This design comes from an exercise in tuning for small area and a short achievable clock period on the open sky130 flow, not from production work.
RTL that was checked went through simulation tests only; none was proved equivalent to the original.
Only the layout flow was run in run 1; the RTL was not checked for function there.

==> flow/design.v (outline; a module is shown in full before it is edited, if it fits) <==
// module rdy_gate: 3 lines
// module perceptron_ctrl: 31 lines
// module perceptron_dp: 1101 lines
// module booth_enc: 4 lines
// module ao22m: 3 lines
// module ao221m: 3 lines
// module invm: 3 lines
// module oai22m: 3 lines
// module nor2m: 3 lines
// module or2m: 3 lines
// module xor2m: 3 lines
// module xnor2m: 3 lines
// module fa: 4 lines
// module ha: 4 lines
// module perceptron_top: 44 lines
module perceptron_top #(
    parameter WIDTH = 16
  ) (
    input clk,
    input reset,
    input      val_i,
    output     rdy_o,
    output     val_o,
    input      rdy_i,
    input  [1:0] W1W0b_en_i,
    input        b_i,
    input        W0_i,
    input        W1_i,
    input signed [WIDTH-1:0] X0_i,
    input signed [WIDTH-1:0] X1_i,
    output     Y_o
);
  // ...
==> flow/flow/run.sh <==
#!/bin/bash
# The standard layout (standard.sh: unchanged synthesis and steps), with
#  - the port buffers made of a plain buffer cell instead of the delay buffer
#    that buffer_ports picks by default, and
#  - setup repair limited to resizing gates and swapping pins (no buffer
#    insertion or gate cloning).
# ORFS keeps each step's full log under orfs/logs/; make's own output goes to
# make.log here.
set -euo pipefail
bash standard.sh BUFFER_PORTS_ARGS="-buffer_cell sky130_fd_sc_hd__buf_1" \
  SETUP_MOVE_SEQUENCE="unbuffer,sizeup,swap" finish > make.log 2>&1
==> flow/standard.sh <==
#!/bin/bash
# synth_recipe.tcl (not shown) runs the flow's synth.tcl, then flattens the netlist and writes it again
# the make line also repeats each setting of config.mk as NAME=value (left out here)
make -C /OpenROAD-flow-scripts/flow DESIGN_CONFIG=/design/flow/config.mk WORK_HOME=/design/flow/orfs CLKGATE_MAP_FILE= SYNTH_SCRIPT=/design/flow/synth_recipe.tcl "${@:-finish}"
==> flow/config.mk <==
export PLATFORM = sky130hd
export DESIGN_NAME = perceptron_top
export DESIGN_NICKNAME = perceptron_top
export VERILOG_FILES = /design/flow/design.v
export SDC_FILE = /design/flow/constraint.sdc
export NUM_CORES = 4
export LEC_CHECK = 0
export CAP_MARGIN = 20
export CORE_MARGIN = 2
export CORE_UTILIZATION = 55
export CTS_BUF_LIST = sky130_fd_sc_hd__clkbuf_8
export SETUP_SLACK_MARGIN = 4.6
export SLEW_MARGIN = 20
export SYNTH_HIERARCHICAL = 1
export SYNTH_MINIMUM_KEEP_SIZE = 0
==> flow/constraint.sdc <==
create_clock -name core_clock -period 9.0 [get_ports {clk}]
set_input_delay 1.8000 -clock core_clock [delete_from_list [all_inputs] [get_ports {clk}]]
set_output_delay 1.8000 -clock core_clock [all_outputs]
set_load 0.01 [all_outputs]
==> impl_results.md, run 1 <==
- Outcome: timing/DRC/antenna clean
- Placed insts: 1667
- Final min period: 4351 ps
- Post-synthesis compound-gate area fraction: 20.92%
- CTS tree: done
- Clock latency on the worst-skew pair: 470 ps
- Synth Instances: 1240
- Ranking of synthesized cells by area: fa_1, xor2_1, dfxtp_1
- Most frequent cells in the layout: xor2_1, o22ai_1, fa_1
- Multi-input combinational area share: 70.43%
- Ordered cell list for the critical path: buf_2, a2111oi_2, buf_1
- Critical path origin: W1W0b_en_i[0]
- NonClk Buf Share: 3.560%
- Initial core utilization: 55.58%
- Routed wire length per instance: 26.28 µm
- Pre-CTS setup slack: 4275 ps
- Top Usage Layer GRT: met2
- DP Wirelength: 31.91 mm
- Setup WS post-layout: 4649 ps
- Post-CTS resize count: 47
- Critical path launch point type: input port
- Post-CTS Setup Inserts: 0
- Hold path startpoint: dp.neg1[0]
- Worst Setup EP: rdy_o
- GR Layer Usage met1: 45.64%
- Worst Max-Slew Pin Slew: 1022 ps
- Top-count cell post-synth: xor2_1
- Final core utilization: 61.76%
- M1 WL: 17.80 mm
- Clock buf count: 17
- Worst hold stages: 1
- Syn. warnings: 8
- Yosys cell types: 43
- RSZ-0062 raised after global routing: no
- Hold Crit Class: flip-flop to flip-flop
- Core area: 25840 µm²
==> module rdy_gate, before the edit <==
module rdy_gate (input rdy_i, input busy, input reset, input [1:0] en, output rdy);
  assign rdy = (rdy_i | ~busy) & ~(reset | en[1] | en[0]);
endmodule
==> module perceptron_ctrl, before the edit <==
module perceptron_ctrl (
    input        clk,
    input        reset,
    input  [1:0] W1W0b_en_i,
    output       en_egress,
    output       en_ingress,
    input        val_i,
    output       rdy_o,
    output reg   val_o,
    input        rdy_i
);
reg  val_o_reg;
wire reset_internal = reset | (|W1W0b_en_i);
wire busy = val_o & val_o_reg;
rdy_gate u_rdy_port (.rdy_i(rdy_i), .busy(busy), .reset(reset), .en(W1W0b_en_i), .rdy(rdy_o));
rdy_gate u_rdy_int  (.rdy_i(rdy_i), .busy(busy), .reset(reset), .en(W1W0b_en_i), .rdy(en_ingress));
assign en_egress = rdy_i | ~val_o;
always @ (posedge clk)
begin
  if (reset_internal == 1)
  begin
    val_o_reg <= 0;
    val_o     <= 0;
  end else begin
    if (en_ingress == 1)
      val_o_reg <= val_i;
    if (en_egress == 1)
      val_o <= val_o_reg;
  end
end
endmodule
==> module booth_enc, before the edit <==
module booth_enc (input xh, input xm, input xl, output one, output two);
  assign one = xm ^ xl;
  assign two = (xh ^ xm) & ~(xm ^ xl);
endmodule
==> run 2: changes to the inputs <==
--- a/flow/design.v
+++ b/flow/design.v
@@ -1,27 +1,47 @@
 module rdy_gate (input rdy_i, input busy, input reset, input [1:0] en, output rdy);
-  assign rdy = (rdy_i | ~busy) & ~(reset | en[1] | en[0]);
+  wire t1, t2;
+  nor2c  u_t1 (.a(reset), .b(en[1]), .y(t1));
+  rdy_t2 u_t2 (.a(en[0]), .b(busy), .c(rdy_i), .y(t2));
+  and2c  u_rd (.a(t1), .b(t2), .y(rdy));
+endmodule
+module nor2c (input a, input b, output y);
+  assign y = ~(a | b);
+endmodule
+module rdy_t2 (input a, input b, input c, output y);
+  assign y = ~(a | (b & ~c));
+endmodule
+module and2c (input a, input b, output y);
+  assign y = a & b;
+endmodule
+module nor3m (input a, input b, input c, output y);
+  assign y = ~(a | b | c);
+endmodule
+module ao_en (input a, input b, input c, output y);
+  assign y = (a | ~b) & c;
 endmodule
 module perceptron_ctrl (
     input        clk,
     input        reset,
     input  [1:0] W1W0b_en_i,
     output       en_egress,
     output       en_ingress,
     input        val_i,
     output       rdy_o,
     output reg   val_o,
     input        rdy_i
 );
 reg  val_o_reg;
-wire reset_internal = reset | (|W1W0b_en_i);
 wire busy = val_o & val_o_reg;
 rdy_gate u_rdy_port (.rdy_i(rdy_i), .busy(busy), .reset(reset), .en(W1W0b_en_i), .rdy(rdy_o));
-rdy_gate u_rdy_int  (.rdy_i(rdy_i), .busy(busy), .reset(reset), .en(W1W0b_en_i), .rdy(en_ingress));
+wire go;    
+nor3m u_go (.a(reset), .b(W1W0b_en_i[1]), .c(W1W0b_en_i[0]), .y(go));
+ao_en u_en_in (.a(rdy_i), .b(busy), .c(go), .y(en_ingress));
+wire reset_internal = ~go;
 assign en_egress = rdy_i | ~val_o;
 always @ (posedge clk)
 begin
   if (reset_internal == 1)
   begin
     val_o_reg <= 0;
     val_o     <= 0;
   end else begin
@@ -41,51 +61,51 @@
     input        b_i,
     input        W0_i,
     input        W1_i,
     input  [15:0] X0_i,
     input  [15:0] X1_i,
     output Y_o
 );
 reg [15:0] wn0, wn1, b;
-wire sh_w1 = ~reset & (W1W0b_en_i == 2'b11);
-wire sh_w0 = ~reset & (W1W0b_en_i == 2'b10);
-wire sh_b  = ~reset & (W1W0b_en_i == 2'b01);
-wire ho_w1 = ~reset & ~(W1W0b_en_i == 2'b11);
-wire ho_w0 = ~reset & ~(W1W0b_en_i == 2'b10);
-wire ho_b  = ~reset & ~(W1W0b_en_i == 2'b01);
+wire shn_w1 = ~(~reset & (W1W0b_en_i == 2'b11));
+wire shn_w0 = ~(~reset & (W1W0b_en_i == 2'b10));
+wire hon_w1 = reset | (W1W0b_en_i == 2'b11);
+wire hon_w0 = reset | (W1W0b_en_i == 2'b10);
+wire sh_b   = ~reset & (W1W0b_en_i == 2'b01);
+wire ho_b   = ~reset & ~(W1W0b_en_i == 2'b01);
 wire [15:0] wn1_d, wn0_d, b_d;
-ao221m u_w1d [15:0] (.a({wn1[14:0], ~W1_i}), .b(sh_w1), .c(wn1), .d(ho_w1), .e(reset), .y(wn1_d));
-ao221m u_w0d [15:0] (.a({wn0[14:0], ~W0_i}), .b(sh_w0), .c(wn0), .d(ho_w0), .e(reset), .y(wn0_d));
-ao22m  u_bd  [15:0] (.a({b[14:0],  b_i}),  .b(sh_b),  .c(b),  .d(ho_b),  .y(b_d));
+oa22m u_w1d [15:0] (.a({wn1[14:0], ~W1_i}), .b(shn_w1), .c(wn1), .d(hon_w1), .y(wn1_d));
+oa22m u_w0d [15:0] (.a({wn0[14:0], ~W0_i}), .b(shn_w0), .c(wn0), .d(hon_w0), .y(wn0_d));
+ao22m u_bd  [15:0] (.a({b[14:0],  b_i}),   .b(sh_b),   .c(b),   .d(ho_b),   .y(b_d));
 always @ (posedge clk)
 begin
   wn1 <= wn1_d;
   wn0 <= wn0_d;
   b   <= b_d;
 end
-wire [7:0] neg0_d, one0_d, two0_d, neg1_d, one1_d, two1_d;
+wire [7:0] neg0_d, onen0_d, twon0_d, neg1_d, onen1_d, twon1_d;
 genvar gi;
 generate for (gi = 0; gi < 8; gi = gi + 1) begin : g_enc
   booth_enc u_e0 (.xh(X0_i[2*gi+1]), .xm(X0_i[2*gi]), .xl(gi == 0 ? 1'b0 : X0_i[(gi == 0 ? 0 : 2*gi-1)]),
-                  .one(one0_d[gi]), .two(two0_d[gi]));
+                  .onen(onen0_d[gi]), .twon(twon0_d[gi]));
   assign neg0_d[gi] = X0_i[2*gi+1];
   booth_enc u_e1 (.xh(X1_i[2*gi+1]), .xm(X1_i[2*gi]), .xl(gi == 0 ? 1'b0 : X1_i[(gi == 0 ? 0 : 2*gi-1)]),
-                  .one(one1_d[gi]), .two(two1_d[gi]));
+                  .onen(onen1_d[gi]), .twon(twon1_d[gi]));
   assign neg1_d[gi] = X1_i[2*gi+1];
 end endgenerate
 reg [7:0] neg0, onen0, twon0, neg1, onen1, twon1;
 wire [7:0] neg0_n, onen0_n, twon0_n, neg1_n, onen1_n, twon1_n;
 wire en_hold = ~en_ingress;
 ao22m u_hneg0 [7:0] (.a(neg0_d), .b(en_ingress), .c(neg0), .d(en_hold), .y(neg0_n));
-ao22m u_honen0 [7:0] (.a(~one0_d), .b(en_ingress), .c(onen0), .d(en_hold), .y(onen0_n));
-ao22m u_htwon0 [7:0] (.a(~two0_d), .b(en_ingress), .c(twon0), .d(en_hold), .y(twon0_n));
+ao22m u_honen0 [7:0] (.a(onen0_d), .b(en_ingress), .c(onen0), .d(en_hold), .y(onen0_n));
+ao22m u_htwon0 [7:0] (.a(twon0_d), .b(en_ingress), .c(twon0), .d(en_hold), .y(twon0_n));
 ao22m u_hneg1 [7:0] (.a(neg1_d), .b(en_ingress), .c(neg1), .d(en_hold), .y(neg1_n));
-ao22m u_honen1 [7:0] (.a(~one1_d), .b(en_ingress), .c(onen1), .d(en_hold), .y(onen1_n));
-ao22m u_htwon1 [7:0] (.a(~two1_d), .b(en_ingress), .c(twon1), .d(en_hold), .y(twon1_n));
+ao22m u_honen1 [7:0] (.a(onen1_d), .b(en_ingress), .c(onen1), .d(en_hold), .y(onen1_n));
+ao22m u_htwon1 [7:0] (.a(twon1_d), .b(en_ingress), .c(twon1), .d(en_hold), .y(twon1_n));
 always @ (posedge clk)
 begin
   neg0 <= neg0_n; onen0 <= onen0_n; twon0 <= twon0_n;
   neg1 <= neg1_n; onen1 <= onen1_n; twon1 <= twon1_n;
 end
 wire sel1, p2, sel3, p4, sel5, p6, sel7, p8, sel9, p10, sel11, p12;
 wire sel13, p14, sel15, p16, sel17, p18, sel19, p20, sel21, p22, sel23, p24;
 wire sel25, p26, sel27, p28, sel29, p30, sel31, p32, sel33, p34, sel35, p36;
@@ -176,22 +196,22 @@
 wire c1045, s1046, c1047, s1048, c1049, s1050, c1051, s1052, c1053, s1054, c1055, s1056;
 wire c1057, s1058, c1059, s1060, c1061, s1062, c1063, s1064, c1065, s1066, c1067, s1068;
 wire c1069, s1070, c1071, s1072, c1073, s1074, c1075, s1076, c1077, s1078, c1079, s1080;
 wire c1081, s1082, c1083, s1084, c1085, s1086, c1087, s1088, c1089, g1090, q1091, g1092;
 wire q1093, G1094, g1095, q1096, G1097, g1098, q1099, G1100, g1101, q1102, G1103, g1104;
 wire q1105, g1106, q1107, G1108, P1109, g1110, q1111, G1112, g1113, q1114, G1115, P1116;
 wire g1117, q1118, G1119, g1120, q1121, G1122, g1123, q1124, G1125, P1126, g1127, q1128;
 wire G1129, g1130, q1131, G1132, P1133, g1134, q1135, g1136, q1137, G1138, P1139, g1140;
-wire q1141, G1142, g1143, q1144, g1145, q1146, g1147, q1148, g1149, q1150, g1151, q1152;
+wire q1141, G1142, g1143, q1144, G1145, P1146, g1147, q1148, g1149, q1150, G1151, P1152;
 wire g1153, q1154, g1155, q1156, g1157, q1158, g1159, q1160, g1161, q1162, g1163, q1164;
-wire g1165, q1166, g1167, q1168, g1169, q1170, g1171, q1172, G1173, P1174, G1175, G1176;
-wire P1177, G1178, P1179, G1180, P1181, G1182, P1183, G1184, P1185, G1186, P1187, G1188;
-wire P1189, G1190, G1191, P1192, G1193, P1194, G1195, P1196, G1197, G1198, P1199, G1200;
-wire G1201;
+wire g1165, q1166, g1167, q1168, g1169, q1170, g1171, q1172, g1173, q1174, g1175, q1176;
+wire G1177, G1178, P1179, G1180, P1181, G1182, P1183, G1184, P1185, G1186, P1187, G1188;
+wire P1189, G1190, P1191, G1192, G1193, P1194, G1195, P1196, G1197, P1198, G1199, G1200;
+wire P1201, G1202;
 nor2m u_sel1 (.a(wn0[0]), .b(onen0[0]), .y(sel1));
 xor2m u_p2 (.a(sel1), .b(neg0[0]), .y(p2));
 oai22m u_sel3 (.a(wn0[1]), .b(onen0[0]), .c(wn0[0]), .d(twon0[0]), .y(sel3));
 xor2m u_p4 (.a(sel3), .b(neg0[0]), .y(p4));
 oai22m u_sel5 (.a(wn0[2]), .b(onen0[0]), .c(wn0[1]), .d(twon0[0]), .y(sel5));
 xor2m u_p6 (.a(sel5), .b(neg0[0]), .y(p6));
 oai22m u_sel7 (.a(wn0[3]), .b(onen0[0]), .c(wn0[2]), .d(twon0[0]), .y(sel7));
 xor2m u_p8 (.a(sel7), .b(neg0[0]), .y(p8));
@@ -1061,92 +1081,99 @@
 assign q1135 = c1041 | s1052;
 assign g1136 = c1053 & s1064;
 assign q1137 = c1053 | s1064;
 assign G1138 = g1136 | (q1137 & g1134);
 assign P1139 = q1137 & q1135;
 assign g1140 = s662 & s664;
 assign q1141 = s662 | s664;
 assign G1142 = g1140 | (q1141 & G1129);
-reg [34:0] cs;
+assign g1143 = c1025 & s1040;
+assign q1144 = c1025 | s1040;
+assign G1145 = G1138 | (P1139 & g1143);
+assign P1146 = P1139 & q1144;
+assign g1147 = c665 & s688;
+assign q1148 = c665 | s688;
+assign g1149 = c689 & s712;
+assign q1150 = c689 | s712;
+assign G1151 = g1149 | (q1150 & g1147);
+assign P1152 = q1150 & q1148;
+reg [30:0] cs;
+reg eg_q, y_hold;
 always @ (posedge clk)
 begin
-  if (en_egress == 1)
-    cs <= {P1133, G1132, P1139, G1138, s1040, c1025, s1024, c1009, s1008, c989, s988, c969, s968, c945, s944, c921, s920, c893, s892, c865, s864, c833, s832, c801, s800, c769, s768, c741, s740, c713, s712, c689, s688, c665, G1142};
+  cs     <= {P1133, G1132, P1146, G1145, s1024, c1009, s1008, c989, s988, c969, s968, c945, s944, c921, s920, c893, s892, c865, s864, c833, s832, c801, s800, c769, s768, c741, s740, c713, P1152, G1151, G1142};
+  eg_q   <= en_egress;
+  y_hold <= Y_o;
 end
-assign g1143 = cs[1] & cs[2];
-assign q1144 = cs[1] | cs[2];
-assign g1145 = cs[3] & cs[4];
-assign q1146 = cs[3] | cs[4];
-assign g1147 = cs[5] & cs[6];
-assign q1148 = cs[5] | cs[6];
-assign g1149 = cs[7] & cs[8];
-assign q1150 = cs[7] | cs[8];
-assign g1151 = cs[9] & cs[10];
-assign q1152 = cs[9] | cs[10];
-assign g1153 = cs[11] & cs[12];
-assign q1154 = cs[11] | cs[12];
-assign g1155 = cs[13] & cs[14];
-assign q1156 = cs[13] | cs[14];
-assign g1157 = cs[15] & cs[16];
-assign q1158 = cs[15] | cs[16];
-assign g1159 = cs[17] & cs[18];
-assign q1160 = cs[17] | cs[18];
-assign g1161 = cs[19] & cs[20];
-assign q1162 = cs[19] | cs[20];
-assign g1163 = cs[21] & cs[22];
-assign q1164 = cs[21] | cs[22];
-assign g1165 = cs[23] & cs[24];
-assign q1166 = cs[23] | cs[24];
-assign g1167 = cs[25] & cs[26];
-assign q1168 = cs[25] | cs[26];
-assign g1169 = cs[27] & cs[28];
-assign q1170 = cs[27] | cs[28];
-assign g1171 = cs[29] & cs[30];
-assign q1172 = cs[29] | cs[30];
-assign G1173 = cs[33] | (cs[34] & cs[31]);
-assign P1174 = cs[34] & cs[32];
-assign G1175 = g1143 | (q1144 & cs[0]);
-assign G1176 = g1147 | (q1148 & g1145);
-assign P1177 = q1148 & q1146;
-assign G1178 = g1151 | (q1152 & g1149);
-assign P1179 = q1152 & q1150;
+assign g1153 = cs[3] & cs[4];
+assign q1154 = cs[3] | cs[4];
+assign g1155 = cs[5] & cs[6];
+assign q1156 = cs[5] | cs[6];
+assign g1157 = cs[7] & cs[8];
+assign q1158 = cs[7] | cs[8];
+assign g1159 = cs[9] & cs[10];
+assign q1160 = cs[9] | cs[10];
+assign g1161 = cs[11] & cs[12];
+assign q1162 = cs[11] | cs[12];
+assign g1163 = cs[13] & cs[14];
+assign q1164 = cs[13] | cs[14];
+assign g1165 = cs[15] & cs[16];
+assign q1166 = cs[15] | cs[16];
+assign g1167 = cs[17] & cs[18];
+assign q1168 = cs[17] | cs[18];
+assign g1169 = cs[19] & cs[20];
+assign q1170 = cs[19] | cs[20];
+assign g1171 = cs[21] & cs[22];
+assign q1172 = cs[21] | cs[22];
+assign g1173 = cs[23] & cs[24];
+assign q1174 = cs[23] | cs[24];
+assign g1175 = cs[25] & cs[26];
+assign q1176 = cs[25] | cs[26];
+assign G1177 = cs[1] | (cs[2] & cs[0]);
+assign G1178 = cs[29] | (cs[30] & cs[27]);
+assign P1179 = cs[30] & cs[28];
 assign G1180 = g1155 | (q1156 & g1153);
 assign P1181 = q1156 & q1154;
 assign G1182 = g1159 | (q1160 & g1157);
 assign P1183 = q1160 & q1158;
 assign G1184 = g1163 | (q1164 & g1161);
 assign P1185 = q1164 & q1162;
 assign G1186 = g1167 | (q1168 & g1165);
 assign P1187 = q1168 & q1166;
 assign G1188 = g1171 | (q1172 & g1169);
 assign P1189 = q1172 & q1170;
-assign G1190 = G1176 | (P1177 & G1175);
-assign G1191 = G1180 | (P1181 & G1178);
-assign P1192 = P1181 & P1179;
+assign G1190 = g1175 | (q1176 & g1173);
+assign P1191 = q1176 & q1174;
+assign G1192 = G1180 | (P1181 & G1177);
 assign G1193 = G1184 | (P1185 & G1182);
 assign P1194 = P1185 & P1183;
 assign G1195 = G1188 | (P1189 & G1186);
 assign P1196 = P1189 & P1187;
-assign G1197 = G1191 | (P1192 & G1190);
-assign G1198 = G1195 | (P1196 & G1193);
-assign P1199 = P1196 & P1194;
-assign G1200 = G1198 | (P1199 & G1197);
-assign G1201 = G1173 | (P1174 & G1200);
-assign Y_o = ~(1'b1 ^ G1201);
+assign G1197 = G1178 | (P1179 & G1190);
+assign P1198 = P1179 & P1191;
+assign G1199 = G1193 | (P1194 & G1192);
+assign G1200 = G1197 | (P1198 & G1195);
+assign P1201 = P1198 & P1196;
+assign G1202 = G1200 | (P1201 & G1199);
+wire y_new = ~(1'b1 ^ G1202);
+mux2m u_ysel (.a(y_new), .b(y_hold), .s(eg_q), .y(Y_o));
 endmodule
-module booth_enc (input xh, input xm, input xl, output one, output two);
-  assign one = xm ^ xl;
-  assign two = (xh ^ xm) & ~(xm ^ xl);
+module booth_enc (input xh, input xm, input xl, output onen, output twon);
+  assign onen = ~(xm ^ xl);
+  assign twon = ~((xh ^ xm) & ~(xm ^ xl));
 endmodule
 module ao22m (input a, input b, input c, input d, output y);
   assign y = (a & b) | (c & d);
 endmodule
-module ao221m (input a, input b, input c, input d, input e, output y);
-  assign y = (a & b) | (c & d) | e;
+module mux2m (input a, input b, input s, output y);
+  assign y = s ? a : b;
+endmodule
+module oa22m (input a, input b, input c, input d, output y);
+  assign y = (a | b) & (c | d);
 endmodule
 module invm (input a, output y);
   assign y = ~a;
 endmodule
 module oai22m (input a, input b, input c, input d, output y);
   assign y = ~((a | b) & (c | d));
 endmodule
 module nor2m (input a, input b, output y);
==> run 2 against run 1 <==
  * Final cell count down 3.2%
  * Wire length decreased by 2.6%
  * First-iteration DRC count is 15% lower
  * Register-to-register slack improved by 40 ps
  * Critical endpoint is now dp.cs[0]
==> impl_results.md, run 2 <==
- Crit path DAT: 4630 ps
- Clock Tree Buf Depth: 2
- GPL Wtd Cong: 0.9102
- Setup crit end kind: flip-flop
- Met3 WL: 3.635 mm
- Worst Max-Slew Pin Slew: 1100 ps (+77.59 ps)
- Final Max Tran Viols: 0
- Ranking of synthesized cells by area: fa_1, dfxtp_1, xor2_1
- Syn Std Cell Area: 13810 µm²
- Worst Path Required: 9360 ps
- Share of the synthesized area in the top cell type: 34.79%
- First-pass GRT wire length: 68.06 mm
- Routed met2 length: 19.98 mm
- DP Wirelength: 30.32 mm (-5.0%)
- Std cell rows: 57
- EDFF count, synth: 0
- Top cells by count, synth: o22ai_1, xor2_1, fa_1, dfxtp_1, a22o_1
- Final WL: 43.48 mm
- H-tree depth: 4
- Initial antenna violation count: 1
- Clock transition at the registers of the reported paths: 110 ps
- IO Count: 44
- Fin Setup TNS: 0 ps
- Die X: 162.5 µm
- DR top layer: met4
- Layout cell share with drive strength beyond 1: 11.68%
- Fin nets: 1610
- Pre-CTS setup slack: 4239 ps (-36.08 ps)
- Die Area: 26390 µm²
- Setup WS post-layout: 4730 ps (+81.22 ps)
- Yosys cell types: 45 (+4.7%)
- Total track usage: 34.49%
- Largest Register: dp.cs
- Post-Syn Area per Cell: 11.40 µm²
- Global route overflow: 0
- DR vias: 11.02k
- Largest net degree at the start of global routing: 51
- Prevailing post-synth register cell: dfxtp_1
- Final setup violation count: 0
- Total iterations of the first detailed-routing run: 5
- Initial core utilization: 56.46% (+0.87 points)
- Synth Instances: 1211 (-2.3%)
- Critical path launch point type: flip-flop
- Vias per cell: 6.702
- IO buf count: 43
- Fmax: 0.2342 GHz
- Most frequent cells in the layout: o22ai_1, xor2_1, fa_1
- M1 WL: 17.65 mm (-0.84%)
- Leading cell type in the layout, fill and taps excluded: o22ai_1
- Setup Crit Path Kind: flip-flop to flip-flop
- Number of flip-flops under the largest register name: 31
- Ys async rst share: 0%
- Leading area contributor after synthesis: fa_1
- Post-synthesis sequential area ratio: 18.99%
- Outcome: timing/DRC/antenna clean
- Synth-to-layout area growth: 10.78%
- Max Cap Viol: 0
- Routed wire length per instance: 26.44 µm (+0.62%)
- CTS tree: done
- Final min period: 4270 ps (-81.22 ps)
- Period utilisation layout: 47.44%
- RSZ-0062 raised after global routing: yes
- Post-CTS Setup Inserts: 0 (unchanged)
- Sinks on the clock net: 131
- Clk_skew: 24.96 ps
- Root Buffer: clkbuf_8
- Detailed Route Iter0 Violations: 1108
- TritonCTS Buffers: 17
- Yosys reg bits: 131
- Max-slew headroom: 26.35%
- Drt drc: 0
- Hold Crit Class: flip-flop to flip-flop
- Worst Path Max Fanout: 17
- Number of global-route vias before repair: 11.50k
- Top-count cell post-synth: o22ai_1
- Final hold vios: 0
- Syn. warnings: 8 (unchanged)
- Core area: 24460 µm² (-5.3%)
- DIE HEIGHT: 162.5 µm
- DRT antenna net count: 0
- Clock latency on the worst-skew pair: 480 ps (about the same)
run 2: Yosys stat by module (local to each module, per instance), excerpt:
module	cells inside	flops+latches	times used	area [µm²]
nor2c	1	0	1	3.754
xnor2m	1	0	25	8.758
or2m	1	0	9	6.256
xor2m	1	0	256	8.758
booth_enc	4	0	16	30.03
nor2m	1	0	16	3.754
oai22m	1	0	256	6.256
and2c	1	0	1	6.256
ao_en	2	0	1	11.26
perceptron_ctrl	8	2	1	92.59
nor3m	1	0	1	10.01
oa22m	1	0	32	8.758
ao22m	1	0	64	8.758
rdy_t2	2	0	1	12.51
mux2m	1	0	1	15.01
fa	1	0	240	20.02
run 2: layout make-up:
| cell class | instances | area (µm²) |
|---|---|---|
| clock inverters | 15 | 203.9 |
| multi-input cells | 1076 | 11220 |
| repair buffers | 71 | 399.1 |
| inverters | 9 | 33.78 |
| fillers | 2005 | 9163 |
| well taps | 324 | 405.4 |
| diodes | 1 | 2.502 |
| clock buffers | 17 | 234.0 |
| flip-flops and latches | 131 | 2796 |
run 2: metrics by stage:
| step | instance area [µm²] | std cells | utilization (%) | hold slack, ps |
|---|---|---|---|---|
| 3_3_place_gp | 14630 | 1611 | 59.79 | 441.3 |
| 2_1_floorplan | 13840 | 1216 | - | 439.3 |
| 6_report | 15300 | 1644 | 62.54 | 466.3 |
| 3_5_place_dp | 14630 | 1611 | 59.79 | 442.1 |
| 4_1_cts | 15140 | 1643 | 61.90 | 471.4 |
| 5_1_grt | 15300 | 1643 | 62.53 | 489.2 |
run 2: repair_timing:
action,in CTS,in global routing
pin swaps,2,3
endpoints found under the setup margin,18,3
endpoints found under the hold margin,0,0
resized for setup,59,53
hold buffers,0,0
run 2: kinds of logic (layout without fill, tap and decap cells):
group                    count (synthesis)  in the layout  share of synthesized area [%]
AO/OA/AOI/OAI                          415            415                          21.06
XOR/XNOR                               297            297                          18.83
adder cells (fa/ha/maj)                267            267                          37.17
flip-flops                             131            131                          18.99
AND/OR/NAND/NOR                         89             89                          3.488
buffers and inverters                    9            112                         0.2446
multiplexers                             2              2                         0.1812
other                                    1              7                        0.02715
run 2: worst paths after layout:
check / start / to / slack [ps] / cells after the start
max: dp.twon1[0] / dp.cs[0] / 4730 / 12
min: ctrl.val_o / dp.eg_q / 470 / 1
min reg2reg: ctrl.val_o / dp.eg_q / 470 / 1
max reg2reg: dp.twon1[0] / dp.cs[0] / 4730 / 12
run 2: worst max-delay path, cell delays in order, from the launching register on:
cell	delay, ps
dfxtp_2	610
o22ai_1	190
xor2_1	190
fa_1	440
fa_1	570
fa_1	430
fa_1	540
ha_4	220
a222oi_1	320
o21ai_1	100
a21oi_1	140
nor2_1	70
maj3_1	340
run 2: metal layers:
metal,GRT usage [%],vias to the layer above
li1,-,4731
met1,46.87,5574
met2,53.44,585
met3,6.519,128
met4,16.98,0
met5,0,-

==> separate check: timing with driven ports <==
How much do the figures lean on ideal ports? The routed layouts below were timed once more, with nothing changed but the port constraints.
Step 1 sets driving cells, clkbuf_16 on the clock port and buf_2 on the other inputs (assumed; they add their load-dependent delay and slew).
Step 2 moves the port delays by t, midway between the first and last clock arrival at a register: inputs arrive t later, outputs are due t later. That takes back most of the time a late clock gives input paths.
a / b / c = ideal / step 1 / step 2; a / b = the first two.
run	shift t [ns]	setup slack, ns	latest minus earliest clock arrival (ns)
run 1	0.508	4.649 / 4.630 / 4.630	0.017 / 0.017
run 2	0.512	4.730 / 4.686 / 4.718	0.025 / 0.025
After both steps setup and hold are still met in every run listed. For run 1, which loses most, drivers alone change the setup slack by -0.019 ns; drivers and shift together by -0.019 ns.
